This is an optimization exercise on Yosys and OpenROAD, whose aim is small area, not a production implementation.
In this exercise RTL edits were held to simulation tests only and were not proved equivalent to the original.
Power is estimated from default activity; no workload was simulated.

--- flow/config.mk ---
export PLATFORM = sky130hd
export DESIGN_NAME = tenthirty
export DESIGN_NICKNAME = tenthirty
export VERILOG_FILES = /design/flow/design.v
export SDC_FILE = /design/flow/constraint.sdc
export NUM_CORES = 4
export LEC_CHECK = 0
export ABC_AREA = 1
export CAP_MARGIN = 0
export CORE_MARGIN = 2
export CORE_UTILIZATION = 65
export CTS_BUF_LIST = sky130_fd_sc_hd__clkbuf_8
export GPL_TIMING_DRIVEN = 0
export SLEW_MARGIN = 0
--- flow/design.v ---
module LUT (
    input      [5:0] addr,
    output reg [3:0] card
);
always @(*) begin
    case (addr)
        6'd1: card = 4'd10;
        6'd2: card = 4'd10;
        6'd3: card = 4'd8;
        6'd4: card = 4'd2;
        6'd5: card = 4'd2;
        6'd6: card = 4'd2;
        6'd7: card = 4'd7;
        6'd8: card = 4'd11;
        6'd9: card = 4'd6;
        6'd10: card = 4'd5;
        6'd11: card = 4'd1;
        6'd12: card = 4'd4;
        6'd13: card = 4'd11;
        6'd14: card = 4'd10;
        6'd15: card = 4'd11;
        6'd16: card = 4'd11;
        6'd17: card = 4'd1;
        6'd18: card = 4'd5;
        6'd19: card = 4'd11;
        6'd20: card = 4'd3;
        6'd21: card = 4'd1;
        6'd22: card = 4'd1;
        6'd23: card = 4'd1;
        6'd24: card = 4'd11;
        6'd25: card = 4'd11;
        6'd26: card = 4'd3;
        6'd27: card = 4'd4;
        6'd28: card = 4'd7;
        6'd29: card = 4'd7;
        6'd30: card = 4'd9;
        6'd31: card = 4'd11;
        6'd32: card = 4'd4;
        6'd33: card = 4'd11;
        6'd34: card = 4'd11;
        6'd35: card = 4'd1;
        6'd36: card = 4'd11;
        6'd37: card = 4'd3;
        6'd38: card = 4'd9;
        6'd39: card = 4'd5;
        6'd40: card = 4'd11;
        6'd41: card = 4'd2;
        6'd42: card = 4'd10;
        6'd43: card = 4'd11;
        6'd44: card = 4'd2;
        6'd45: card = 4'd1;
        6'd46: card = 4'd11;
        6'd47: card = 4'd1;
        6'd48: card = 4'd4;
        6'd49: card = 4'd8;
        6'd50: card = 4'd9;
        6'd51: card = 4'd7;
        6'd52: card = 4'd11;
        default: card = 4'd0;
    endcase
end
endmodule
module tenthirty(
    input clk,
    input rst_n,  
    input btn_m,  
    input btn_r,  
    output reg [7:0] seg7_sel,
    output reg [7:0] seg7,    
    output reg [7:0] seg7_l,  
    output reg [2:0] led  
);
localparam IDLE            = 3'd0;
localparam BEGINING        = 3'd4;
localparam HIT_CARD_PLAYER = 3'd2;
localparam HIT_CARD_DEALER = 3'd3;
localparam COMPARE         = 3'd6;
localparam DONE            = 3'd7;
localparam PLAYER_DONE     = 3'd1;
localparam DEALER_DONE     = 3'd5;
localparam [3:0] C_POINT = 4'd0;   
localparam [3:0] C_NUM0  = 4'd10;
localparam [3:0] C_LINE  = 4'd12;
localparam [3:0] C_RST   = 4'd13;
localparam [3:0] C_D1    = 4'd1;
localparam [3:0] C_D2    = 4'd2;
function [3:0] digit_code(input [3:0] u);
    case (u)
        4'd0: digit_code = 4'd10;
        4'd1: digit_code = 4'd1;
        4'd2: digit_code = 4'd2;
        4'd3: digit_code = 4'd3;
        4'd4: digit_code = 4'd4;
        4'd5: digit_code = 4'd5;
        4'd6: digit_code = 4'd6;
        4'd7: digit_code = 4'd7;
        4'd8: digit_code = 4'd8;
        4'd9: digit_code = 4'd9;
        4'd10: digit_code = 4'd10;
        default: digit_code = 4'd0;
    endcase
endfunction
reg [5:0] cnt;
always @(posedge clk or negedge rst_n) begin
    if (!rst_n) cnt <= 6'd4;
    else        cnt <= cnt + 6'd1;
end
wire       dis_en = (cnt[2:0] == 3'b111);    
wire       rise   = (cnt == 6'd35);          
wire       fall   = (cnt == 6'd3);           
wire [2:0] j      = cnt[5:3];                
reg press_flag_1, press_flag_2;
reg pip;       
reg nflag;     
always @(posedge clk or negedge rst_n) begin
    if (!rst_n) begin
        press_flag_1 <= 1'b0;
        pip          <= 1'b0;
    end
    else if (rise) begin
        press_flag_1 <= btn_m;
        pip          <= btn_m & ~press_flag_1;
    end
end
always @(posedge clk) begin
    if (rise) begin
        nflag        <= pip;
        press_flag_2 <= btn_r;
    end
end
wire btn_r_pluse = btn_r & ~press_flag_2;
reg [2:0] state;
reg [2:0] pick_times;
reg [1:0] round;          
reg [5:0] pointer;
reg [5:0] player_total, dealer_total;
reg       player_pass, dealer_pass;
reg [4:0] valid;          
reg       was_cmp;        
wire st_idle = (state == IDLE);
wire st_beg  = (state == BEGINING);
wire done    = (state == PLAYER_DONE) | (state == DEALER_DONE);
wire st_hp   = (state == HIT_CARD_PLAYER) | (state == PLAYER_DONE);
wire st_hd   = (state == HIT_CARD_DEALER) | (state == DEALER_DONE);
wire st_cmp  = (state == COMPARE);
wire st_done = (state == DONE);
wire st_hit  = st_hp | st_hd;
wire       show_cmp   = st_cmp | st_done;
wire       t_dealer   = show_cmp ? j[2] : st_hd;
wire [5:0] hand_total = t_dealer ? dealer_total : player_total;
wire       hand_over  = (hand_total > 6'd21);
wire       five_cards = pick_times[2] & pick_times[0];
wire       hand_end   = five_cards | hand_over | btn_r_pluse;
reg [2:0] next_state;
always @(*) begin
    case (state)
        IDLE            : next_state = pip ? BEGINING : IDLE;
        BEGINING        : next_state = HIT_CARD_PLAYER;
        HIT_CARD_PLAYER : next_state = hand_end ? PLAYER_DONE : HIT_CARD_PLAYER;
        PLAYER_DONE     : next_state = HIT_CARD_DEALER;
        HIT_CARD_DEALER : next_state = hand_end ? DEALER_DONE : HIT_CARD_DEALER;
        DEALER_DONE     : next_state = COMPARE;
        COMPARE         : next_state = (round == 2'd0) ? DONE : btn_r_pluse ? IDLE : COMPARE;
        DONE            : next_state = DONE;
    endcase
end
wire winner = dealer_pass ? 1'b1 :
              player_pass ? 1'b0 :
              (player_total > 6'd21) ? 1'b1 :
              (dealer_total > 6'd21) ? 1'b0 :
              (player_total > dealer_total) ? 1'b0 : 1'b1;
always @(posedge clk or negedge rst_n) begin
    if (!rst_n) begin
        state      <= IDLE;
        round      <= 2'd0;
        pointer    <= 6'd0;
        was_cmp    <= 1'b0;
    end
    else if (rise) begin
        state <= next_state;
        if ((state == HIT_CARD_DEALER) & hand_end) round <= round + 2'd1;
        pointer  <= pointer + {5'd0, pip};
        was_cmp  <= st_cmp;
    end
end
always @(posedge clk) begin
    if (rise) begin
        if (st_hit)
            pick_times <= done ? 3'd0 : pick_times + {2'b00, pip};
        else
            pick_times <= {2'b00, st_beg};
    end
end
always @(*) begin
    led[0] = was_cmp & ~winner;
    led[1] = was_cmp & winner;
    led[2] = ~was_cmp & st_done;
end
wire [2:0] back = cnt[2] ? (pick_times + ~j) : 3'd0;
wire [5:0] addr = pointer - {3'd0, back};
wire [3:0] card;
LUT inst_LUT (.addr(addr), .card(card));
wire land = fall & nflag;                
reg [5:0] card_value;    
always @(*) begin
    case (card)
        4'd1: card_value = 6'd2;
        4'd2: card_value = 6'd4;
        4'd3: card_value = 6'd6;
        4'd4: card_value = 6'd8;
        4'd5: card_value = 6'd10;
        4'd6: card_value = 6'd12;
        4'd7: card_value = 6'd14;
        4'd8: card_value = 6'd16;
        4'd9: card_value = 6'd18;
        4'd10: card_value = 6'd20;
        4'd11: card_value = 6'd1;
        default: card_value = 6'd0;
    endcase
end
wire [5:0] add = (~land | btn_r_pluse) ? 6'd0 : card_value;
wire [5:0] hand_sum = hand_total + add;
always @(posedge clk) begin
    begin
        player_total <= (st_idle & rise) ? 6'd0 : (st_beg | st_hp) ? hand_sum : player_total;
        dealer_total <= (st_idle & rise) ? 6'd0 : st_hd ? hand_sum : dealer_total;
    end
end
always @(posedge clk) begin
    if (land & ~done) begin
        if (st_beg) valid[0] <= ~btn_r_pluse;
        if (st_hit) begin
            case (pick_times)
                3'd1: valid[0] <= ~btn_r_pluse;
                3'd2: valid[1] <= ~btn_r_pluse;
                3'd3: valid[2] <= ~btn_r_pluse;
                3'd4: valid[3] <= ~btn_r_pluse;
                3'd5: valid[4] <= ~btn_r_pluse;
                default: ;
            endcase
        end
    end
end
always @(posedge clk) begin
    begin
        if (st_idle & rise) begin
            player_pass <= 1'b0;
            dealer_pass <= 1'b0;
        end
        if (st_hp && five_cards && !hand_over) player_pass <= 1'b1;
        if (st_hd && five_cards && !hand_over) dealer_pass <= 1'b1;
    end
end
function [3:0] total_code(input [5:0] t, input is_player, input [1:0] pos);
    reg [4:0] h;
    reg [3:0] u;
    begin
        h = t[5:1];
        if (is_player)
            u = (h >= 5'd20) ? h - 5'd20 : (h >= 5'd10) ? h - 5'd10 : h;
        else
            u = (h >= 5'd10) ? h - 5'd10 : h;
        case (pos)
            2'd0:    total_code = t[0] ? C_POINT : C_LINE;
            2'd1:    total_code = digit_code(u);
            default: total_code = (h > 5'd19) ? C_D2 : (is_player && h > 5'd9) ? C_D1 : C_NUM0;
        endcase
    end
endfunction
wire live      = (j == pick_times - 3'd1);
wire live_void = live & (j[2] ? nflag : done);   
wire [7:0] valid_j   = {3'b000, valid};    
wire [3:0] card_code = (valid_j[j] & ~live_void) ? card : C_POINT;
wire       show_hit = st_hit & ~(st_hd & (pick_times == 3'd0));
wire [1:0] t_pos    = (show_cmp & ~j[2]) ? j[1:0] : (j[1:0] - 2'd1);
wire [3:0] t_code   = total_code(hand_total, ~t_dealer, t_pos);
reg [3:0] code;
always @(*) begin
    if (show_hit)
        code = (j >= 3'd5) ? t_code : (j >= pick_times) ? C_LINE : card_code;
    else if (show_cmp)
        code = (j == 3'd3 || j == 3'd4) ? C_LINE : t_code;
    else
        code = (j >= 3'd6) ? C_NUM0 : C_LINE;
end
reg [3:0] seg_code_r, seg_code_l;
always @(posedge clk or negedge rst_n) begin
    if (!rst_n) begin
        seg_code_r <= C_RST;
        seg_code_l <= C_LINE;
    end
    else if (dis_en) begin
        if (!j[2]) seg_code_r <= code;
        else       seg_code_l <= code;
    end
end
function [7:0] seg_pattern(input [3:0] c);
    case (c)
        4'd0: seg_pattern = 8'h80;
        4'd1: seg_pattern = 8'h06;
        4'd2: seg_pattern = 8'h5b;
        4'd3: seg_pattern = 8'h4f;
        4'd4: seg_pattern = 8'h66;
        4'd5: seg_pattern = 8'h6d;
        4'd6: seg_pattern = 8'h7d;
        4'd7: seg_pattern = 8'h07;
        4'd8: seg_pattern = 8'h7f;
        4'd9: seg_pattern = 8'h6f;
        4'd10: seg_pattern = 8'h3f;
        4'd11: seg_pattern = 8'h80;
        4'd12: seg_pattern = 8'h01;
        4'd13: seg_pattern = 8'h01;
        default: seg_pattern = 8'h80;
    endcase
endfunction
always @(*) begin
    seg7   = seg_pattern(seg_code_r);
    seg7_l = seg_pattern(seg_code_l);
    seg7_sel = (seg_code_r == C_RST) ? 8'hff : (8'd1 << (j - 3'd1));
end
endmodule
--- flow/flow/run.sh ---
#!/bin/bash
# Own layout flow: the standard layout, with
#  - synthesis through flow/synth.tcl: the standard flow's synthesis script, with ABC
#    run as flow/abc.script (area oriented) on four seeds, keeping the
#    smallest netlist, and no adder extraction;
#  - sky130_fd_sc_hd__buf_1 as the port buffers;
#  - clock tree of sky130_fd_sc_hd__clkbuf_8 without dummy loads.
# Each tool's output goes to own_synth.log / own_layout.log here and to
# ORFS's own logs under orfs/logs.
set -euo pipefail
W=$(pwd)
export OWN_ABC_SCRIPT=$W/flow/abc.script
export OWN_ABC_SEEDS="0 1 2 3"
export OWN_ABC_DIR=$W/own_abc
mkdir -p $OWN_ABC_DIR
bash standard.sh synth "SYNTH_SCRIPT=$W/flow/synth.tcl" > $W/own_synth.log 2>&1
bash standard.sh finish "BUFFER_PORTS_ARGS=-buffer_cell sky130_fd_sc_hd__buf_1" "CTS_ARGS=-sink_clustering_enable -repair_clock_nets -buf_list sky130_fd_sc_hd__clkbuf_8 -dont_use_dummy_load" > $W/own_layout.log 2>&1
--- flow/flow/synth.tcl ---
# The standard flow's synthesis script (synth_recipe.tcl), with the combinational logic
# mapped for area: each ABC call runs flow/abc.script (an area oriented
# script) with several random seeds and keeps the smallest result, and
# ORFS's adder extraction is left out.
proc synth {args} { yosys synth -nofsm -noshare {*}$args }
proc abc {args} {
  set dir $::env(OWN_ABC_DIR)
  set lib [lindex $args [expr {[lsearch -exact $args -liberty] + 1}]]
  set template [read [open $::env(OWN_ABC_SCRIPT)]]
  set i [lsearch -exact $args -script]
  yosys design -save own_pre_abc
  set best_area -1
  foreach seed $::env(OWN_ABC_SEEDS) {
    yosys design -load own_pre_abc
    set script $dir/abc_seed$seed.script
    set f [open $script w]
    puts -nonewline $f [string map [list @SEED@ $seed] $template]
    close $f
    lset args [expr {$i + 1}] $script
    yosys abc {*}$args
    yosys tee -q -o $dir/abc_seed$seed.stat stat -liberty $lib
    set text [read [open $dir/abc_seed$seed.stat]]
    regexp {Chip area for module[^:]*:\s*([0-9.]+)} $text -> area
    puts "own abc: seed $seed area $area"
    if {$best_area < 0 || $area < $best_area} {
      set best_area $area
      yosys design -save own_best_abc
    }
  }
  yosys design -load own_best_abc
  puts "own abc: kept area $best_area"
}
set ::env(ADDER_MAP_FILE) ""
source $::env(SCRIPTS_DIR)/synth.tcl
# left out here: clear keep_hierarchy, flatten, clean up, hide names made inside functions, write 1_2_yosys.v
--- flow/standard.sh ---
#!/bin/bash
# synth_recipe.tcl (not shown) runs the flow's synth.tcl, then flattens the netlist and writes it again
# the make line also repeats each setting of config.mk as NAME=value (left out here)
make -C /OpenROAD-flow-scripts/flow DESIGN_CONFIG=/design/flow/config.mk WORK_HOME=/design/flow/orfs CLKGATE_MAP_FILE= SYNTH_SCRIPT=/design/flow/synth_recipe.tcl "${@:-finish}"
--- flow/flow/abc.script ---
strash
&get -n
&deepsyn -T 45 -S @SEED@
&put
dch -f
amap
topo
--- flow/constraint.sdc ---
create_clock -name core_clock -period 10.0 [get_ports {clk}]
set_input_delay 2.0000 -clock core_clock [delete_from_list [all_inputs] [get_ports {clk}]]
set_output_delay 2.0000 -clock core_clock [all_outputs]
set_load 0.01 [all_outputs]
==> summary.txt, run 1 <==
Outcome
  – Status: no timing/DRC/antenna violations

Yosys
  – Synthesized cell area: 3260 sq um
  – Yosys top cell area share: 0.169
  – XOR/XNOR share of the synthesized area: 0
  – Post-Syn Nets: 455
  – #FFs+latches synth: 52
  – Adder-cell share of the synthesized area: 0
  – Yosys cell types: 43
  – Synth area leaders: dfrtp_1 17%, nor2_1 11%, edfxtp_1 9.2%
  – Asr flop ratio synth: 0.538
  – Compound-Gate Fraction of Synth Area: 0.304
  – Area share of and/or/nand/nor cells after synthesis: 0.213
  – Mapped Avg Cell Area: 7.24 sq um
  – Post-synthesis mux area share: 0
  – Register area share after synthesis: 0.395
  – Main combinational cell family by area after synthesis: compound AO/OA/AOI/OAI gates
  – Synth Warn #: 2
  – Mapped Cells: 451
  – Post-synth top area cell: dfrtp_1
  – EDFF count, synth: 10
  – Main flop type after synthesis: dfrtp_1

Clock network
  – Clock-pin slew on the worst setup and hold paths: 0.10 ns
  – Max clock buf depth: 2
  – # H-tree levels: 2
  – Post_cts resized: 0
  – Clk sinks: 52
  – Hold_buf cts: 0
  – CTS Buf Count: 5
  – Worst-Skew Late Latency: slightly above 0.3 ns
  – Clock root cell: clkbuf_8
  – CTS tree: yes
  – Post-CTS setup buffer count: 0

Routing
  – Avg Vias per Cell: about 6.1
  – Drt pass-1 iters: 5
  – Antenna-violating nets left: 0
  – # DRC: 0
  – DRT iter0 DRCs: slightly above 300
  – Vias: between 3,000 and 4,000
  – Total Wirelength: 8.04 mm
  – Routed len/inst: 14.5 microns

Timing
  – Slew margin rel.: 0.209
  – Least-Margin Pin Slew: roughly 1.2 ns
  – Clock Skew: 0.0212 ns
  – Final Slew Violations: 0
  – Final setup violation count: 0
  – F_max: 0.142 GHz
  – Fin Setup TNS: 0 ns
  – Hold Vio Cnt, Final: 0
  – RSZ-0062 raised after global routing: no
  – Fin crit period: 7.03 ns
  – Period utilization: 0.703

Layout
  – Commonest cells after routing, fill and taps aside: 92 x nor2_1, 76 x clkinv_1, 40 x o21ai_0
  – Layout cells sized above 1: 0.0267
  – Final core occ: 0.739
  – Final nets: between 400 and 500
  – Final instance area: 3540 sq um
  – Diodes inserted: 0
  – Filler cell count: 405
  – Area growth syn-to-layout: 8.32%
  – Most common cell after layout, fill and taps aside: nor2_1

Pwr
  – Leak: 1.33 nW
  – Peak VDD IR: 0.113 mV
  – Power, Total: 0.000329 W
  – Pwr Density: 93.0 nW/um^2

Setup path
  – Slowest stage cell, crit path: a222oi_1
  – Type of the worst setup path: flop to flop
  – R2r setup slk: 2.97 ns
  – Worst EP arrival: slightly above 7 ns
  – CP dominant cell by count: nor2_1
  – CP Launch Type: flop
  – CP Max Fanout: 12
  – Worst path required time: ~10 ns
  – Critical path capture point type: flop
  – Max incr delay on CP: around 0.76 ns

Floorplan
  – Die width: 74.9 microns
  – Die Ht: ~75 microns
  – Initial Utilization: 0.682
  – Core Region: approximately 4800 sq um
  – # rows: 25
  – Die area: 5600 sq um
  – Num ports: 31

Place
  – Post-DP HPWL: approximately 6.3 mm
  – GPL Wtd Cong: roughly 0.94
  – Port bufs: 30
  – Dpl cell area: 3460 sq um

GRT
  – All-Layer GR Usage: 0.300
  – First-pass GRT wire length: about 13 mm
  – Largest net degree at the start of global routing: 29
  – Initial antenna violation count: 0
  – GRT overflow: 0
  – Number of global-route vias before repair: 3,007

Job
  – Max cap viols: 0

Worst hold path
  – Hold WC Path Type: flop to flop
-- per-layer routing --
metal,track usage,wire (microns)
met3,0.0482,468
met4,0.105,145
met5,0,0
met2,0.516,3860
met1,0.384,3570
-- cells by family after synthesis --
| logic type | count (synthesis) |
|---|---|
| compound gates | 157 |
| flops | 52 |
| buf+inv | 76 |
| simple gates | 166 |
-- flip-flops by register name, summed over array words and instances (netlist names), 4 cells and up --
signal        count
seg_code_l        4
dealer_total      6
cnt               6
seg_code_r        4
valid             5
pointer           6
player_total      6
-- cell type report --
class | instances | area (sq um) | area share
clock buffers | 5 | 68.8 | 0.0195
inverters | 76 | 285 | 0.0807
multi-input cells | 323 | 1700 | 0.479
flip-flops and latches | 52 | 1290 | 0.364
well taps | 67 | 83.8 | 0.0237
repair buffers | 30 | 114 | 0.0322
-- worst max-delay path: cells and delay by family, from the launching register on --
kind | cells | cell delay (ns)
AND/OR/NAND/NOR | 14 | 2.21
buffers and inverters | 2 | 0.63
flip-flops | 1 | 0.51
AO/OA/AOI/OAI | 13 | 3.58
-- power breakdown --
part | switching [W] | leakage (nW) | internal [W]
logic | 0.00000385 | 0.762 | 0.00000117
registers | 0.000000674 | 0.528 | 0.000215
clock network | 0.0000624 | 0.0359 | 0.0000453
-- cells in the mapped netlist (3+ instances only) --
library cell  count
a21oi_1          30
dfxtp_1          14
o22a_1            3
o22ai_1          33
nand3_1           4
o21ai_0          40
a31oi_1          10
a211oi_1          4
o21bai_1          4
nand2_1          34
o32ai_1           4
o21a_1            4
nor2b_1           5
edfxtp_1         10
nor2_1           92
nor3_1           18
clkinv_1         76
dfstp_2           6
o211ai_1          3
o221ai_1          3
dfrtp_1          22
-- through the flow --
stage          instances  hold slack (ns)  worst slack, ns
3_5_place_dp         548            0.448             3.26
5_1_grt              553            0.498             2.35
6_report             553            0.462             2.97
4_1_cts              553            0.465             3.19
3_3_place_gp         548            0.437             3.40
2_1_floorplan        451            0.430             4.56
-- worst paths after layout --
check                       startpoint               to  cells after the start
setup / recovery                cnt[4]  player_total[5]                     29
hold / removal             dealer_pass      dealer_pass                      2
setup reg to reg                cnt[4]  player_total[5]                     29
hold reg to reg            dealer_pass      dealer_pass                      2
max in group asynchronous        rst_n              pip                      1
min in group asynchronous        rst_n       pointer[0]                      1
==> run 2, diff against run 1 <==
--- a/flow/design.v
+++ b/flow/design.v
@@ -188,7 +188,7 @@
         if (st_hit)
             pick_times <= done ? 3'd0 : pick_times + {2'b00, pip};
         else
-            pick_times <= {2'b00, st_beg};
+            pick_times <= 3'd1;
     end
 end
 always @(*) begin
@@ -196,7 +196,8 @@
     led[1] = was_cmp & winner;
     led[2] = ~was_cmp & st_done;
 end
-wire [2:0] back = cnt[2] ? (pick_times + ~j) : 3'd0;
+wire [3:0] pj   = {1'b0, pick_times} + {1'b1, ~j};
+wire [2:0] back = cnt[2] ? pj[2:0] : 3'd0;
 wire [5:0] addr = pointer - {3'd0, back};
 wire [3:0] card;
 LUT inst_LUT (.addr(addr), .card(card));
@@ -228,17 +229,14 @@
 end
 always @(posedge clk) begin
     if (land & ~done) begin
-        if (st_beg) valid[0] <= ~btn_r_pluse;
-        if (st_hit) begin
-            case (pick_times)
-                3'd1: valid[0] <= ~btn_r_pluse;
-                3'd2: valid[1] <= ~btn_r_pluse;
-                3'd3: valid[2] <= ~btn_r_pluse;
-                3'd4: valid[3] <= ~btn_r_pluse;
-                3'd5: valid[4] <= ~btn_r_pluse;
-                default: ;
-            endcase
-        end
+        case (pick_times)
+            3'd1: valid[0] <= ~btn_r_pluse;
+            3'd2: valid[1] <= ~btn_r_pluse;
+            3'd3: valid[2] <= ~btn_r_pluse;
+            3'd4: valid[3] <= ~btn_r_pluse;
+            3'd5: valid[4] <= ~btn_r_pluse;
+            default: ;
+        endcase
     end
 end
 always @(posedge clk) begin
@@ -267,7 +265,7 @@
         endcase
     end
 endfunction
-wire live      = (j == pick_times - 3'd1);
+wire live      = (pj == 4'd0);
 wire live_void = live & (j[2] ? nflag : done);   
 wire [7:0] valid_j   = {3'b000, valid};    
 wire [3:0] card_code = (valid_j[j] & ~live_void) ? card : C_POINT;
@@ -277,7 +275,7 @@
 reg [3:0] code;
 always @(*) begin
     if (show_hit)
-        code = (j >= 3'd5) ? t_code : (j >= pick_times) ? C_LINE : card_code;
+        code = (j >= 3'd5) ? t_code : pj[3] ? C_LINE : card_code;
     else if (show_cmp)
         code = (j == 3'd3 || j == 3'd4) ? C_LINE : t_code;
     else
==> run 2 against run 1 <==
Synthesized cell count increased by 0.67%; design area up 0.42%; clock-buffer cell count unchanged; via count grew 3.0%; total power hardly changed; worst setup slack better by 0.042 ns; sequential cell count is the same; critical path depth is 5 higher.
==> summary.txt, run 2 <==
Place
  – Inst Count DP: 551 (+0.55%)
  – Port bufs: 30 (unchanged)
  – Post-DP HPWL: 6.41 mm (+2.3%)
  – GPL Wtd Cong: 0.966 (+2.6%)

Clock network
  – Max clock buf depth: 2 (unchanged)
  – CTS tree: yes
  – Clock-pin slew on the worst setup and hold paths: 0.08 ns (-0.02 ns)
  – Hold_buf cts: 0 (unchanged)
  – Clock root cell: clkbuf_8
  – # H-tree levels: 2 (unchanged)
  – CTS Buf Count: 5 (unchanged)
  – Clk sinks: 52 (unchanged)
  – Worst-Skew Late Latency: 0.32 ns (about the same)
  – Post_cts resized: 0 (unchanged)
  – Post-CTS setup buffer count: 0 (unchanged)

Routing
  – # DRC: 0 (unchanged)
  – Vias: 3,481 (+3.0%)
  – Total Wirelength: 8.43 mm (+4.9%)
  – DRT iter0 DRCs: 362 (+18%)
  – Avg Vias per Cell: 6.26 (+2.4%)
  – Antenna-violating nets left: 0 (unchanged)
  – Drt pass-1 iters: 5 (unchanged)
  – Routed len/inst: 15.2 microns (+4.3%)

Yosys
  – Top post-synthesis cells by count: 91 x nor2_1, 69 x clkinv_1, 37 x a21oi_1, 37 x nand2_1, 36 x o21ai_0
  – XOR/XNOR share of the synthesized area: 0 (unchanged)
  – Most common cell in the netlist: nor2_1
  – Compound-Gate Fraction of Synth Area: 0.293 (-0.0114)
  – Mapped Cells: 454 (+0.67%)
  – Register area share after synthesis: 0.392 (-0.00241)
  – Synth Warn #: 2 (unchanged)
  – #FFs+latches synth: 52 (unchanged)
  – Post-synthesis mux area share: 0 (unchanged)
  – Yosys top cell area share: 0.168 (-0.00103)
  – EDFF count, synth: 10 (unchanged)
  – Main flop type after synthesis: dfrtp_1
  – Area share of and/or/nand/nor cells after synthesis: 0.236 (+0.0223)
  – Post-synth top area cell: dfrtp_1
  – Asr flop ratio synth: 0.538 (unchanged)
  – Adder-cell share of the synthesized area: 0 (unchanged)
  – Post-Syn Nets: 458 (+0.66%)
  – Mapped Avg Cell Area: 7.23 sq um (about the same)
  – Synthesized cell area: 3280 sq um (+0.61%)
  – Synth area leaders: dfrtp_1 17%, nor2_1 10%, edfxtp_1 9.1%
  – Yosys cell types: 37 (-14%)
  – Main combinational cell family by area after synthesis: compound AO/OA/AOI/OAI gates

Floorplan
  – Die area: 5640 sq um (+0.59%)
  – Die Ht: 75.1 microns (+0.29%)
  – Initial Utilization: 0.686 (+0.00418)
  – # rows: 25 (unchanged)
  – Die width: 75.1 microns (+0.29%)
  – Core Region: 4790 sq um (unchanged)
  – Num ports: 31 (unchanged)

Setup path
  – Critical path capture point type: flop
  – FF-to-FF Start: cnt[4]
  – Cell family with the largest share of critical-path delay: compound AO/OA/AOI/OAI gates
  – Type of the worst setup path: flop to flop
  – Worst path required time: 10.15 ns (-0.07 ns)
  – Max incr delay on CP: 0.65 ns (-0.11 ns)
  – CP dominant cell by count: nor2_1
  – Worst R2R End: player_total[5]
  – Cell count of the worst reg-to-reg path: 34 (+17%)
  – Worst path bufs/invs: 3 (+1)
  – CP Max Fanout: 11 (-1)
  – R2r setup slk: 3.01 ns (+0.04 ns)
  – Worst EP arrival: 7.14 ns (-0.11 ns)
  – CP Launch Type: flop
  – Slowest stage cell, crit path: a222oi_1

Timing
  – Slew margin rel.: 0.207 (-0.00190)
  – Hold Vio Cnt, Final: 0 (unchanged)
  – Fin Setup TNS: 0 ns (unchanged)
  – Clock Skew: 0.0322 ns (+0.0110 ns)
  – Final Slew Violations: 0 (unchanged)
  – F_max: 0.143 GHz (+0.60%)
  – Period utilization: 0.699 (-0.00419)
  – Fin crit period: 6.99 ns (-0.0419 ns)
  – Least-Margin Pin Slew: 1.18 ns (+0.00282 ns)
  – Final setup violation count: 0 (unchanged)
  – RSZ-0062 raised after global routing: no

GRT
  – GRT overflow: 0 (unchanged)
  – All-Layer GR Usage: 0.317 (+0.0163)
  – First-pass GRT wire length: 13.9 mm (+6.0%)
  – Largest net degree at the start of global routing: 29 (unchanged)
  – Number of global-route vias before repair: 3,133 (+4.2%)
  – Initial antenna violation count: 0 (unchanged)

Outcome
  – Status: no timing/DRC/antenna violations

Layout
  – Final cell count without fillers: 556 (+0.54%)
  – Commonest cells after routing, fill and taps aside: 91 x nor2_1, 69 x clkinv_1, 37 x nand2_1, 37 x a21oi_1, 36 x o21ai_0
  – Area growth syn-to-layout: 8.11%
  – Final nets: 495 (+0.61%)
  – Filler cell count: 378 (-6.7%)
  – Diodes inserted: 0 (unchanged)
  – Layout cells sized above 1: 0.0245 (-0.00221)
  – FF/Latch Area: 1290 sq um (unchanged)
  – Most common cell after layout, fill and taps aside: nor2_1
  – Area taken by multi-input logic gates: 1740 sq um (+2.4%)

Worst hold path
  – Worst hold path cell count: 2 (unchanged)
  – Hold WC Path Type: flop to flop
  – Min-delay src: dealer_pass
  – WHS Endpoint: dealer_pass

Pwr
  – Pwr Density: 92.6 nW/um^2 (-0.44%)
  – Peak VDD IR: 0.0889 mV (-22%)
  – Leak: 1.32 nW (-0.25%)

Job
  – Max cap viols: 0 (unchanged)
[run 2: cell types whose count changed in the layout (fill, tap and decap cells not counted), sizes merged, moves of 3 or more]
cell	previous run	this run
o22ai	33	27
or2	2	9
a21o	1	5
clkinv	76	69
o21ai	40	36
o211ai	3	0
and3	2	6
a31oi	10	6
a21oi	30	37
o31ai	1	4
nand2	34	37
[run 2: report_power, final]
part             total, W  internal, W  switching [W]
clock network    0.000110    0.0000454      0.0000650
registers        0.000215     0.000215    0.000000143
logic          0.00000337  0.000000538     0.00000283
total            0.000329     0.000261      0.0000680
[run 2: stage by stage]
step	setup slack (ns)	area, sq um	total power (W)	util	hold slack, ns
3_5_place_dp	3.26	3480	0.000223	0.728	0.452
2_1_floorplan	4.50	3280	0.000220	-	0.430
5_1_grt	2.25	3550	0.000336	0.742	0.484
4_1_cts	3.16	3550	0.000329	0.742	0.465
6_report	3.01	3550	0.000329	0.742	0.467
3_3_place_gp	3.38	3480	0.000223	0.727	0.445
[run 2: worst max-delay path by stage]
stage                     startpoint               to  slack, ns  cells past startpoint
after floorplan               cnt[4]  player_total[5]       4.50                     33
after global placement        cnt[4]  player_total[5]       3.38                     34
after detailed placement      cnt[4]  player_total[5]       3.26                     28
after CTS                     cnt[4]  player_total[5]       3.16                     34
after global routing          cnt[4]  player_total[5]       2.25                     35
final                         cnt[4]  player_total[5]       3.01                     34
[run 2: routing by layer]
metal / GRT usage / part of all wire / vias to the layer above
met2: 0.526 / 0.46 / 197
met1: 0.419 / 0.43 / 1570
met5: 0 / 0 / -
met3: 0.0549 / 0.090 / 27
li1: - / - / 1687
met4: 0.107 / 0.019 / 0
[run 2: kinds of logic (layout without fill, tap and decap cells)]
group                  after synthesis  in the layout
AND/OR/NAND/NOR                    179            179
AO/OA/AOI/OAI                      154            154
buffers and inverters               69            104
flip-flops                          52             52
[run 2: cell type report]
cell class                      count  share of cell area
Tap cell                           67              0.0236
Clock buffer                        5              0.0194
Sequential cell                    52               0.363
Multi-Input combinational cell    333               0.489
Timing Repair Buffer               30              0.0321
Inverter                           69              0.0729
[run 2: worst min-delay path: cells and delay by family, from the launching register on]
kind	cells	cell delay, ns
flip-flops	1	0.31
AO/OA/AOI/OAI	1	0.07
buffers and inverters	1	0.05
==> run 3, diff against run 2 <==
--- a/flow/flow/run.sh
+++ b/flow/flow/run.sh
@@ -1,7 +1,7 @@
 #!/bin/bash
 # Own layout flow: the standard layout, with
 #  - synthesis through flow/synth.tcl: the standard flow's synthesis script, with ABC
-#    run as flow/abc.script (area oriented) on four seeds, keeping the
+#    run as flow/abc.script (area oriented) on eight seeds, keeping the
 #    smallest netlist, and no adder extraction;
 #  - sky130_fd_sc_hd__buf_1 as the port buffers;
 #  - clock tree of sky130_fd_sc_hd__clkbuf_8 without dummy loads.
@@ -10,7 +10,7 @@
 set -euo pipefail
 W=$(pwd)
 export OWN_ABC_SCRIPT=$W/flow/abc.script
-export OWN_ABC_SEEDS="0 1 2 3"
+export OWN_ABC_SEEDS="0 1 2 3 4 5 6 7"
 export OWN_ABC_DIR=$W/own_abc
 mkdir -p $OWN_ABC_DIR
 bash standard.sh synth "SYNTH_SCRIPT=$W/flow/synth.tcl" > $W/own_synth.log 2>&1
==> flow/flow/abc.script (replaced) <==
strash
&get -n
&deepsyn -T 25 -S @SEED@
&put
dch -f
amap
topo
==> run 3 against run 2 <==
Design area down 0.67%; die area fell by 0.69%; critical path depth decreased by 2; final cell count rose by 0.18%; worst hold slack improved by 0.0041 ns; largest power group unchanged; first-iteration DRC count down 12%; maximum frequency grew 7.9%; routed wire length fell by 3.4%; via count decreased by 1.1%; register-to-register slack better by 0.51 ns; synthesized cell count up 0.22%.
==> summary.txt, run 3 <==
Floorplan
  – # rows: 25 (unchanged)
  – Initial Utilization: 0.681 (-0.00497)
  – Core Region: 4790 sq um (unchanged)
  – Die area: 5600 sq um (-0.69%)
  – Die width: 74.8 microns (-0.35%)
  – Num ports: 31 (unchanged)
  – Die Ht: 74.8 microns (-0.35%)

Worst hold path
  – Hold WC Path Type: flop to flop

Timing
  – Hold slack final: 0.471 ns (+0.00414 ns)
  – Slew margin rel.: 0.145 (-0.0620)
  – Hold Vio Cnt, Final: 0 (unchanged)
  – Fin Setup TNS: 0 ns (unchanged)
  – Final Slew Violations: 0 (unchanged)
  – Least-Margin Pin Slew: 1.27 ns (+0.0956 ns)
  – F_max: 0.154 GHz (+7.9%)
  – Fin crit period: 6.47 ns (-0.515 ns)
  – Final WS setup: 3.53 ns (+0.515 ns)
  – Clock Skew: 0.0198 ns (-0.0124 ns)
  – Period utilization: 0.647 (-0.0515)
  – RSZ-0062 raised after global routing: no
  – Final setup violation count: 0 (unchanged)

Routing
  – Vias: 3,441 (-1.1%)
  – Antenna-violating nets left: 0 (unchanged)
  – Met3 WL: 484 microns (-36%)
  – Metal-1 WL: 3.62 mm (+0.14%)
  – DR WL met2: 3.92 mm (+0.31%)
  – Avg Vias per Cell: 6.18 (-1.3%)
  – DRT iter0 DRCs: 317 (-12%)
  – # DRC: 0 (unchanged)
  – Routed len/inst: 14.6 microns (-3.6%)
  – Total Wirelength: 8.15 mm (-3.4%)
  – Top sig layer: met4
  – Drt pass-1 iters: 5 (unchanged)

Clock network
  – Worst-Skew Late Latency: 0.31 ns (about the same)
  – Hold_buf cts: 0 (unchanged)
  – CTS Buf Count: 5 (unchanged)
  – Post-CTS setup buffer count: 0 (unchanged)
  – CTS tree: yes
  – Clock-pin slew on the worst setup and hold paths: 0.09 ns (about the same)
  – # H-tree levels: 2 (unchanged)
  – Post_cts resized: 0 (unchanged)
  – Clock root cell: clkbuf_8
  – Clk sinks: 52 (unchanged)
  – Max clock buf depth: 2 (unchanged)

Setup path
  – Worst EP arrival: 6.70 ns (-0.44 ns)
  – Cell count of the worst reg-to-reg path: 32 (-5.9%)
  – R2r setup slk: 3.53 ns (+0.51 ns)
  – Type of the worst setup path: flop to flop
  – CP Max Fanout: 9 (-2)
  – Worst path required time: 10.23 ns (+0.08 ns)
  – Critical path startpoint: cnt[4]
  – Critical path capture point type: flop
  – CP Launch Type: flop
  – Max incr delay on CP: 0.90 ns (+0.25 ns)
  – Worst R2R End: player_total[5]
  – CP dominant cell by count: nor2_1
  – FF-to-FF Start: cnt[4]
  – Worst Setup EP: player_total[5]
  – Slowest stage cell, crit path: a2111oi_0

Layout
  – Final nets: 496 (+0.20%)
  – Area taken by multi-input logic gates: 1710 sq um (-1.4%)
  – Diodes inserted: 0 (unchanged)
  – Filler cell count: 418 (+11%)
  – Most common cell after layout, fill and taps aside: nor2_1
  – Final instance area: 3530 sq um (-0.67%)
  – FF/Latch Area: 1290 sq um (unchanged)
  – Layout cells sized above 1: 0.0245 (-0.0000501)
  – Final core occ: 0.737 (-0.00497)
  – Area growth syn-to-layout: 8.17% (about the same)
  – Commonest cells after routing, fill and taps aside: 97 x nor2_1, 69 x clkinv_1, 50 x o21ai_0

Yosys
  – Synthesized cell area: 3260 sq um (-0.72%)
  – Post-synth top area cell: dfrtp_1
  – #FFs+latches synth: 52 (unchanged)
  – Mapped Cells: 455 (+0.22%)
  – Top post-synthesis cells by count: 97 x nor2_1, 69 x clkinv_1, 50 x o21ai_0
  – Most common cell in the netlist: nor2_1
  – Yosys cell types: 37 (unchanged)
  – Asr flop ratio synth: 0.538 (unchanged)
  – Mapped Avg Cell Area: 7.17 sq um (-0.94%)
  – Post-Syn Nets: 459 (+0.22%)
  – Yosys top cell area share: 0.169 (+0.00122)
  – Synth area leaders: dfrtp_1 17%, nor2_1 11%, edfxtp_1 9.2%
  – Main flop type after synthesis: dfrtp_1
  – EDFF count, synth: 10 (unchanged)
  – Synth Warn #: 2 (unchanged)
  – Register area share after synthesis: 0.395 (+0.00286)

Pwr
  – Pwr Density: 132 nW/um^2 (+43%)
  – Leak: 1.27 nW (-3.7%)
  – Peak VDD IR: 0.113 mV (+27%)

Place
  – GPL Wtd Cong: 0.976 (+1.0%)
  – Port bufs: 30 (unchanged)
  – Post-DP HPWL: 6.37 mm (-0.65%)
  – DP Worst Slack: 3.75 ns (+0.494 ns)
  – Dpl cell area: 3460 sq um (-0.68%)

GRT
  – Initial antenna violation count: 0 (unchanged)
  – All-Layer GR Usage: 0.314 (-0.00227)
  – Number of global-route vias before repair: 3,045 (-2.8%)
  – First-pass GRT wire length: 13.7 mm (-1.5%)
  – Largest net degree at the start of global routing: 29 (unchanged)
  – GRT overflow: 0 (unchanged)

Job
  – Max cap viols: 0 (unchanged)

Outcome
  – Status: no timing/DRC/antenna violations
[run 3: cell types whose count changed in the layout (fill, tap and decap cells not counted), moves of 3 or more]
cell	before	now
a211oi_1	5	9
a21oi_1	37	31
a31oi_1	6	12
and3_1	6	1
nand2_1	37	40
nor2_1	91	97
nor3_1	19	11
o211ai_1	0	4
o21ai_0	36	50
o22ai_1	27	21
or2_0	9	5
or3_1	4	1
[run 3: through the flow]
step                      total power [W]  std cells
final                            0.000466        557
after global routing             0.000492        557
after CTS                        0.000466        557
after detailed placement         0.000361        552
after global placement           0.000357        552
after floorplan                  0.000329        455
[run 3: power breakdown]
group	switching, W	internal (W)	total, W
logic	0.0000753	0.0000418	0.000117
registers	0.0000135	0.000230	0.000243
clock network	0.0000605	0.0000452	0.000106
[run 3: critical path: cells and delay by family, from the launching register on]
family          cells  cell delay (ns)
compound gates     13             3.54
simple gates       15             1.69
buf+inv             4             0.72
flops               1             0.46
[run 3: cell type report]
class                      instances  share of cell area
timing repair buffer              30              0.0323
clock buffer                       5              0.0195
inverter                          69              0.0734
tap                               67              0.0238
sequential                        52               0.365
multi-input combinational        334               0.486
[run 3: worst min path at each step]
| stage | from | cells after the start | endpoint | slack [ns] |
|---|---|---|---|---|
| 3_3_place_gp | dealer_pass | 2 | dealer_pass | 0.44 |
| 2_1_floorplan | dealer_pass | 2 | dealer_pass | 0.43 |
| 6_report | dealer_pass | 2 | dealer_pass | 0.47 |
| 3_5_place_dp | dealer_pass | 2 | dealer_pass | 0.45 |
| 4_1_cts | press_flag_1 | 1 | pip | 0.47 |
| 5_1_grt | round[1] | 1 | round[1] | 0.50 |
[run 3: layer usage]
layer | global-route usage | up-vias
met5 | 0 | -
met4 | 0.0873 | 0
met3 | 0.0442 | 18
met2 | 0.536 | 133
met1 | 0.421 | 1586
li1 | - | 1704
[run 3: cell families (layout without fill, tap and decap cells)]
kind of cell | Yosys count | in the layout | synth area share
AND/OR/NAND/NOR | 172 | 172 | 0.219
buffers and inverters | 69 | 104 | 0.0794
AO/OA/AOI/OAI | 162 | 162 | 0.307
flip-flops | 52 | 52 | 0.395
==> run 4, diff against run 3 <==
--- a/flow/flow/run.sh
+++ b/flow/flow/run.sh
@@ -1,7 +1,7 @@
 #!/bin/bash
 # Own layout flow: the standard layout, with
 #  - synthesis through flow/synth.tcl: the standard flow's synthesis script, with ABC
-#    run as flow/abc.script (area oriented) on eight seeds, keeping the
+#    run as flow/abc.script (area oriented) on twelve seeds, keeping the
 #    smallest netlist, and no adder extraction;
 #  - sky130_fd_sc_hd__buf_1 as the port buffers;
 #  - clock tree of sky130_fd_sc_hd__clkbuf_8 without dummy loads.
@@ -10,7 +10,7 @@
 set -euo pipefail
 W=$(pwd)
 export OWN_ABC_SCRIPT=$W/flow/abc.script
-export OWN_ABC_SEEDS="0 1 2 3 4 5 6 7"
+export OWN_ABC_SEEDS="0 1 2 3 4 5 6 7 8 9 10 11"
 export OWN_ABC_DIR=$W/own_abc
 mkdir -p $OWN_ABC_DIR
 bash standard.sh synth "SYNTH_SCRIPT=$W/flow/synth.tcl" > $W/own_synth.log 2>&1
==> run 4 against run 3 <==
Global-route usage fell by 0.57 points; routed wire length decreased by 1.9%; worst hold slack got worse by 0.010 ns; critical endpoint unchanged.
==> summary.txt, run 4 <==
Outcome
  – Status: no timing/DRC/antenna violations

Floorplan
  – Core Region: 4790 sq um (unchanged)
  – Die Ht: 75.0 microns (+0.18%)
  – # rows: 25 (unchanged)
  – Die width: 75.0 microns (+0.18%)
  – Die area: 5620 sq um (+0.36%)
  – Num ports: 31 (unchanged)
  – Initial Utilization: 0.684 (+0.00261)

Yosys
  – Post-synth top area cell: dfrtp_1
  – Asr flop ratio synth: 0.538 (unchanged)
  – Synth Warn #: 2 (unchanged)
  – Post-Syn Nets: 460 (+0.22%)
  – Yosys cell types: 37 (unchanged)
  – EDFF count, synth: 10 (unchanged)
  – #FFs+latches synth: 52 (unchanged)
  – Mapped Avg Cell Area: 7.18 sq um (+0.16%)
  – Mapped Cells: 456 (+0.22%)
  – Yosys top cell area share: 0.168 (-0.000645)
  – Synth area leaders: dfrtp_1 17%, nor2_1 11%, edfxtp_1 9.2%
  – Most common cell in the netlist: nor2_1
  – Top post-synthesis cells by count: 93 x nor2_1, 63 x clkinv_1, 49 x nand2_1
  – Register area share after synthesis: 0.394 (-0.00151)
  – Synthesized cell area: 3270 sq um (+0.38%)
  – Main flop type after synthesis: dfrtp_1

Clock network
  – # H-tree levels: 2 (unchanged)
  – Post_cts resized: 0 (unchanged)
  – Worst-Skew Late Latency: 0.31 ns (about the same)
  – CTS tree: yes
  – CTS Buf Count: 5 (unchanged)
  – Clock-pin slew on the worst setup and hold paths: 0.09 ns (about the same)
  – Clock root cell: clkbuf_8
  – Clk sinks: 52 (unchanged)
  – Hold_buf cts: 0 (unchanged)
  – Max clock buf depth: 2 (unchanged)
  – Post-CTS setup buffer count: 0 (unchanged)

Setup path
  – Worst R2R End: player_total[5]
  – CP Launch Type: flop
  – Worst path required time: 10.22 ns (about the same)
  – CP dominant cell by count: nor2_1
  – Cell count of the worst reg-to-reg path: 36 (+13%)
  – R2r setup slk: 3.63 ns (+0.10 ns)
  – Type of the worst setup path: flop to flop
  – FF-to-FF Start: cnt[4]
  – Slowest stage cell, crit path: dfrtp_1
  – Worst EP arrival: 6.59 ns (-0.11 ns)
  – CP Max Fanout: 8 (-1)
  – Critical path capture point type: flop
  – Max incr delay on CP: 0.49 ns (-0.41 ns)

Routing
  – Antenna-violating nets left: 0 (unchanged)
  – Avg Vias per Cell: 6.18 (about the same)
  – Drt pass-1 iters: 5 (unchanged)
  – Vias: 3,447 (+0.17%)
  – DRT iter0 DRCs: 229 (-28%)
  – DR WL met2: 3.81 mm (-2.9%)
  – Met3 WL: 467 microns (-3.5%)
  – # DRC: 0 (unchanged)
  – Routed len/inst: 14.3 microns (-2.0%)
  – Top sig layer: met4
  – Total Wirelength: 8.00 mm (-1.9%)
  – Metal-1 WL: 3.58 mm (-0.97%)

Timing
  – F_max: 0.157 GHz (+1.6%)
  – Clock Skew: 0.0149 ns (-0.00487 ns)
  – Hold Vio Cnt, Final: 0 (unchanged)
  – Final setup violation count: 0 (unchanged)
  – RSZ-0062 raised after global routing: no
  – Final Slew Violations: 0 (unchanged)
  – Fin Setup TNS: 0 ns (unchanged)
  – Least-Margin Pin Slew: 0.982 ns (-0.290 ns)
  – Period utilization: 0.637 (-0.0104)
  – Slew margin rel.: 0.338 (+0.193)
  – Fin crit period: 6.37 ns (-0.104 ns)

GRT
  – Largest net degree at the start of global routing: 29 (unchanged)
  – All-Layer GR Usage: 0.309 (-0.00572)
  – First-pass GRT wire length: 13.5 mm (-1.1%)
  – Number of global-route vias before repair: 3,082 (+1.2%)
  – Initial antenna violation count: 0 (unchanged)
  – GRT overflow: 0 (unchanged)

Layout
  – Final core occ: 0.740 (+0.00262)
  – FF/Latch Area: 1290 sq um (unchanged)
  – Most common cell after layout, fill and taps aside: nor2_1
  – Final nets: 497 (+0.20%)
  – Diodes inserted: 0 (unchanged)
  – Area taken by multi-input logic gates: 1750 sq um (+2.0%)
  – Filler cell count: 372 (-11%)
  – Layout cells sized above 1: 0.0244 (-0.0000499)
  – Final cell count without fillers: 558 (+0.18%)
  – Area growth syn-to-layout: 8.14% (about the same)
  – Commonest cells after routing, fill and taps aside: 93 x nor2_1, 63 x clkinv_1, 49 x nand2_1

Pwr
  – Peak VDD IR: 0.0821 mV (-27%)
  – Pwr Density: 124 nW/um^2 (-5.9%)
  – Comb pwr share: 0.209 (-0.042)
  – Seq pwr share: 0.543 (+0.021)
  – Power, Total: 0.000440 W (-5.6%)
  – Switching power total: 0.000133 W (-11%)
  – Sw Share: 0.303 (-0.0176)
  – Leak: 1.30 nW (+1.8%)
  – Clock share of power: 0.247 (+0.020)
  – Internal Pwr Total: 0.000307 W (-3.1%)

Worst hold path
  – Worst hold path cell count: 1 (-1)
  – Hold WC Path Type: flop to flop
  – Min-delay src: press_flag_1
  – WHS Endpoint: pip

Place
  – GPL Wtd Cong: 0.980 (+0.40%)
  – Post-DP HPWL: 6.10 mm (-4.3%)
  – Port bufs: 30 (unchanged)
  – Inst Count DP: 553 (+0.18%)

Job
  – Max cap viols: 0 (unchanged)
==> run 4: changes by cell type after synthesis, sizes merged, moves of 4 or more <==
cell,before,now
nand2,40,49
or3,1,6
nor3,11,7
o21ai,50,41
or2,5,9
o221ai,4,0
nor2,97,93
clkinv,69,63
o22ai,21,35
a31oi,12,6
==> run 4: stage by stage <==
| step | area (sq um) | hold WS [ns] | worst slack (ns) |
|---|---|---|---|
| detailed placement | 3470 | 0.447 | 3.84 |
| global placement | 3470 | 0.438 | 3.83 |
| finish | 3540 | 0.461 | 3.63 |
| CTS | 3540 | 0.463 | 3.77 |
| floorplan | 3270 | 0.431 | 4.91 |
| global route | 3540 | 0.486 | 2.92 |
==> run 4: logic make-up (layout without fill, tap and decap cells) <==
group | count (synthesis) | count (layout) | share of synthesized area
buffers and inverters | 63 | 98 | 0.0722
AOI/OAI and AO/OA | 156 | 156 | 0.293
DFF | 52 | 52 | 0.394
and+or+nand+nor | 185 | 185 | 0.241
==> run 4: worst max-delay path by stage <==
stage / startpoint / end / slack [ns]
global route: cnt[5] / player_total[5] / 2.92
floorplan: cnt[4] / player_total[5] / 4.91
global placement: cnt[4] / player_total[5] / 3.83
detailed placement: cnt[4] / player_total[5] / 3.84
CTS: cnt[4] / player_total[5] / 3.77
finish: cnt[4] / player_total[5] / 3.63
==> run 4: area by class of cell <==
type / count / area share
clock buffers: 5 / 0.0194
multi-input cells: 341 / 0.494
flip-flops and latches: 52 / 0.364
repair buffers: 30 / 0.0322
inverters: 63 / 0.0668
well taps: 67 / 0.0237
==> run 4: critical path, delay by kind of cell, from the launching register on <==
family	cells	cell delay, ns
flip-flops	1	0.49
AO/OA/AOI/OAI	12	2.39
AND/OR/NAND/NOR	20	2.56
buffers and inverters	4	0.86
==> run 4: power by group through the flow <==
| stage | logic [W] | registers, W | clock network, W |
|---|---|---|---|
| 4_1_cts | 0.0000913 | 0.000239 | 0.000110 |
| 5_1_grt | 0.000104 | 0.000241 | 0.000119 |
| 6_report | 0.0000921 | 0.000239 | 0.000109 |
| 2_1_floorplan | 0.0000666 | 0.000241 | 0 |
| 3_3_place_gp | 0.0000880 | 0.000243 | 0 |
| 3_5_place_dp | 0.0000907 | 0.000243 | 0 |
==> run 4: metal layers <==
metal | vias to the layer above | global-route usage
met4 | 0 | 0.0972
met1 | 1589 | 0.419
li1 | 1688 | -
met5 | - | 0
met3 | 17 | 0.0375
met2 | 153 | 0.518
==> run 5, diff against run 4 <==
==> flow/flow/run.sh (replaced) <==
#!/bin/bash
# Own layout flow: the standard layout, with
#  - synthesis through flow/synth.tcl: the standard flow's synthesis script, with ABC
#    run as flow/abc.script (area oriented) on eight seeds, keeping the
#    smallest netlist, and no adder extraction;
#  - sky130_fd_sc_hd__buf_1 as the port buffers;
#  - clock tree of sky130_fd_sc_hd__clkbuf_8 without dummy loads.
# Each tool's output goes to own_synth.log / own_layout.log here and to
# ORFS's own logs under orfs/logs.
set -euo pipefail
W=$(pwd)
export OWN_ABC_SCRIPT=$W/flow/abc.script
export OWN_ABC_SEEDS="0 1 2 3 4 5 6 7"
export OWN_ABC_DIR=$W/own_abc
mkdir -p $OWN_ABC_DIR
bash standard.sh synth "SYNTH_SCRIPT=$W/flow/synth.tcl" > $W/own_synth.log 2>&1
bash standard.sh finish "BUFFER_PORTS_ARGS=-buffer_cell sky130_fd_sc_hd__buf_1" "CTS_ARGS=-sink_clustering_enable -sink_clustering_size 6 -sink_clustering_max_diameter 40 -repair_clock_nets -buf_list sky130_fd_sc_hd__clkbuf_4 -root_buf sky130_fd_sc_hd__clkbuf_8 -dont_use_dummy_load" > $W/own_layout.log 2>&1
==> run 5 against run 4 <==
Clock skew is 0.0049 ns higher; worst setup slack got worse by 0.10 ns; register-to-register slack got worse by 0.10 ns; still clean on timing, DRC and antenna; clock-buffer cell count unchanged; maximum frequency down 1.6%; largest power group unchanged; worst hold slack better by 0.010 ns.
==> summary.txt, run 5 <==
Outcome
  – Status: no timing/DRC/antenna violations

Yosys
  – Area share of and/or/nand/nor cells after synthesis: 0.219 (-0.0221)
  – Most common cell in the netlist: nor2_1
  – Mapped Cells: 455 (-0.22%)
  – EDFF count, synth: 10 (unchanged)
  – Mapped Avg Cell Area: 7.17 sq um (-0.16%)
  – Yosys top cell area share: 0.169 (+0.000645)
  – Main flop type after synthesis: dfrtp_1
  – Post-synthesis mux area share: 0 (unchanged)
  – XOR/XNOR share of the synthesized area: 0 (unchanged)
  – Yosys cell types: 37 (unchanged)
  – Synth Warn #: 2 (unchanged)
  – Adder-cell share of the synthesized area: 0 (unchanged)
  – Asr flop ratio synth: 0.538 (unchanged)
  – Register area share after synthesis: 0.395 (+0.00151)
  – Post-synth top area cell: dfrtp_1
  – Top post-synthesis cells by count: 97 x nor2_1, 69 x clkinv_1, 50 x o21ai_0
  – Post-Syn Nets: 459 (-0.22%)
  – Main combinational cell family by area after synthesis: compound AO/OA/AOI/OAI gates
  – Compound-Gate Fraction of Synth Area: 0.307 (+0.0134)
  – Synth area leaders: dfrtp_1 17%, nor2_1 11%, edfxtp_1 9.2%
  – #FFs+latches synth: 52 (unchanged)
  – Synthesized cell area: 3260 sq um (-0.38%)

Setup path
  – Worst EP arrival: 6.70 ns (+0.11 ns)
  – CP Max Fanout: 9 (+1)
  – Cell count of the worst reg-to-reg path: 32 (-11%)
  – CP Launch Type: flop
  – Worst path required time: 10.23 ns (about the same)
  – Slowest stage cell, crit path: a2111oi_0
  – CP dominant cell by count: nor2_1
  – Max incr delay on CP: 0.90 ns (+0.41 ns)
  – Critical path capture point type: flop
  – Type of the worst setup path: flop to flop

Clock network
  – CTS Buf Count: 5 (unchanged)
  – Clock-pin slew on the worst setup and hold paths: 0.09 ns (about the same)
  – Hold_buf cts: 0 (unchanged)
  – Post-CTS setup buffer count: 0 (unchanged)
  – # H-tree levels: 2 (unchanged)
  – Clock root cell: clkbuf_8
  – Worst-Skew Late Latency: 0.31 ns (about the same)
  – Clk sinks: 52 (unchanged)
  – Post_cts resized: 0 (unchanged)
  – CTS tree: yes
  – Max clock buf depth: 2 (unchanged)

Routing
  – Antenna-violating nets left: 0 (unchanged)
  – Drt pass-1 iters: 5 (unchanged)
  – DRT iter0 DRCs: 317 (+38%)
  – Total Wirelength: 8.15 mm (+1.9%)
  – Avg Vias per Cell: 6.18 (about the same)
  – Vias: 3,441 (-0.17%)
  – Routed len/inst: 14.6 microns (+2.1%)
  – # DRC: 0 (unchanged)

Layout
  – Final nets: 496 (-0.20%)
  – Layout cells sized above 1: 0.0245 (+0.0000499)
  – Diodes inserted: 0 (unchanged)
  – Commonest cells after routing, fill and taps aside: 97 x nor2_1, 69 x clkinv_1, 50 x o21ai_0
  – Filler cell count: 418 (+12%)
  – FF/Latch Area: 1290 sq um (unchanged)
  – Area taken by multi-input logic gates: 1710 sq um (-2.0%)
  – Area growth syn-to-layout: 8.17% (about the same)
  – Most common cell after layout, fill and taps aside: nor2_1

Floorplan
  – # rows: 25 (unchanged)
  – Core Region: 4790 sq um (unchanged)
  – Die width: 74.8 microns (-0.18%)
  – Die area: 5600 sq um (-0.36%)
  – Die Ht: 74.8 microns (-0.18%)
  – Num ports: 31 (unchanged)
  – Initial Utilization: 0.681 (-0.00261)

GRT
  – Largest net degree at the start of global routing: 29 (unchanged)
  – Number of global-route vias before repair: 3,045 (-1.2%)
  – First-pass GRT wire length: 13.7 mm (+1.1%)
  – Initial antenna violation count: 0 (unchanged)
  – GRT overflow: 0 (unchanged)
  – All-Layer GR Usage: 0.314 (+0.00572)

Timing
  – RSZ-0062 raised after global routing: no
  – Least-Margin Pin Slew: 1.27 ns (+0.290 ns)
  – Final Slew Violations: 0 (unchanged)
  – Fin Setup TNS: 0 ns (unchanged)
  – Period utilization: 0.647 (+0.0104)
  – Slew margin rel.: 0.145 (-0.193)
  – Final setup violation count: 0 (unchanged)
  – Hold Vio Cnt, Final: 0 (unchanged)
  – F_max: 0.154 GHz (-1.6%)
  – Clock Skew: 0.0198 ns (+0.00487 ns)
  – Fin crit period: 6.47 ns (+0.104 ns)
  – Hold slack final: 0.471 ns (+0.0101 ns)

Worst hold path
  – Hold WC Path Type: flop to flop
  – Worst hold path cell count: 2 (+1)

Pwr
  – Comb pwr share: 0.251 (+0.042)
  – Clock share of power: 0.227 (-0.020)
  – Leak: 1.27 nW (-1.7%)
  – Switching power total: 0.000149 W (+12%)
  – Sw Share: 0.320 (+0.0176)
  – Pwr Density: 132 nW/um^2 (+6.3%)
  – Seq pwr share: 0.522 (-0.021)
  – Peak VDD IR: 0.113 mV (+38%)
  – Internal Pwr Total: 0.000317 W (+3.2%)

Job
  – Max cap viols: 0 (unchanged)

Place
  – Port bufs: 30 (unchanged)
  – GPL Wtd Cong: 0.976 (-0.40%)
  – Post-DP HPWL: 6.37 mm (+4.5%)
-- run 5: changes by cell type after synthesis, sizes merged, moves of 3 or more --
cell    previous run  this run
o22ai             35        21
o221ai             0         4
o21ai             41        50
clkinv            63        69
or3                6         1
o21a               7         4
a211oi             6         9
nor2              93        97
nand2             49        40
a221oi             1         4
a31oi              6        12
or2                9         5
nor3               7        11
nor2b              8         5
-- run 5: worst paths after layout --
| check | start | end | slack, ns |
|---|---|---|---|
| hold reg to reg | dealer_pass | dealer_pass | 0.47 |
| min in group asynchronous | rst_n | cnt[3] | 1.71 |
| hold / removal | dealer_pass | dealer_pass | 0.47 |
| setup reg to reg | cnt[4] | player_total[5] | 3.53 |
| max in group asynchronous | rst_n | cnt[0] | 7.89 |
| setup / recovery | cnt[4] | player_total[5] | 3.53 |
-- run 5: power by group through the flow --
stage	logic [W]	clock network, W	registers, W
global route	0.000133	0.000115	0.000245
floorplan	0.0000851	0	0.000244
detailed placement	0.000115	0	0.000247
CTS	0.000116	0.000108	0.000243
global placement	0.000111	0	0.000246
finish	0.000117	0.000106	0.000243
-- run 5: area by class of cell --
cell class / count / share of cell area
Timing Repair Buffer: 30 / 0.0323
Sequential cell: 52 / 0.365
Clock buffer: 5 / 0.0195
Tap cell: 67 / 0.0238
Inverter: 69 / 0.0734
Multi-Input combinational cell: 334 / 0.486
-- run 5: per-layer routing --
metal  GRT usage  vias to the layer above  wire [microns]
li1            -                     1704               -
met1       0.421                     1586            3620
met2       0.536                      133            3920
met3      0.0442                       18             484
met4      0.0873                        0             125
met5           0                        -               0
-- run 5: through the flow --
stage                     instance area, sq um  total power [W]   util  std cells  setup slack, ns
after detailed placement                  3460         0.000361  0.723        552             3.75
after global placement                    3460         0.000357  0.722        552             3.90
final                                     3530         0.000466  0.737        557             3.53
after CTS                                 3530         0.000466  0.737        557             3.69
after global routing                      3530         0.000492  0.737        557             2.69
after floorplan                           3260         0.000329      -        455             4.97
-- run 5: critical path, delay by kind of cell, from the launching register on --
family	cells	cell delay, ns
AOI/OAI and AO/OA	13	3.54
and+or+nand+nor	15	1.69
buffers and inverters	4	0.72
DFF	1	0.46
-- run 5: logic make-up (layout without fill, tap and decap cells) --
| family | count (synthesis) | after routing |
|---|---|---|
| DFF | 52 | 52 |
| AOI/OAI and AO/OA | 162 | 162 |
| buffers and inverters | 69 | 104 |
| and+or+nand+nor | 172 | 172 |

==> re-timing with driven ports <==
In the flow no input, the clock included, has a driving cell. The finished layouts below were timed again as built, in two steps. Step 1 (the two cells are an assumption about what drives the block):
set clk [get_ports {clk}]
set_driving_cell -lib_cell sky130_fd_sc_hd__clkbuf_16 $clk
set_driving_cell -lib_cell sky130_fd_sc_hd__buf_2 [delete_from_list [all_inputs] $clk]
Step 2 times the ports against the registers' clock, not the clock port: input delays grow and output delays shrink by t, the midpoint of the rising clock arrivals with the driver on. Three values: ideal, step 1, step 2; two values: the first two.
run	t, ns	setup WS [ns]	worst register clock-pin slew, ns
run 1	0.327	2.969 / 2.969 / 2.969	0.10 / 0.10
run 2	0.330	3.011 / 3.011 / 3.011	0.11 / 0.11
run 3	0.327	3.526 / 3.526 / 3.526	0.09 / 0.09
run 4	0.333	3.630 / 3.630 / 3.630	0.09 / 0.09
run 5	0.327	3.526 / 3.526 / 3.526	0.09 / 0.09
After both steps setup and hold are still met in every run listed.
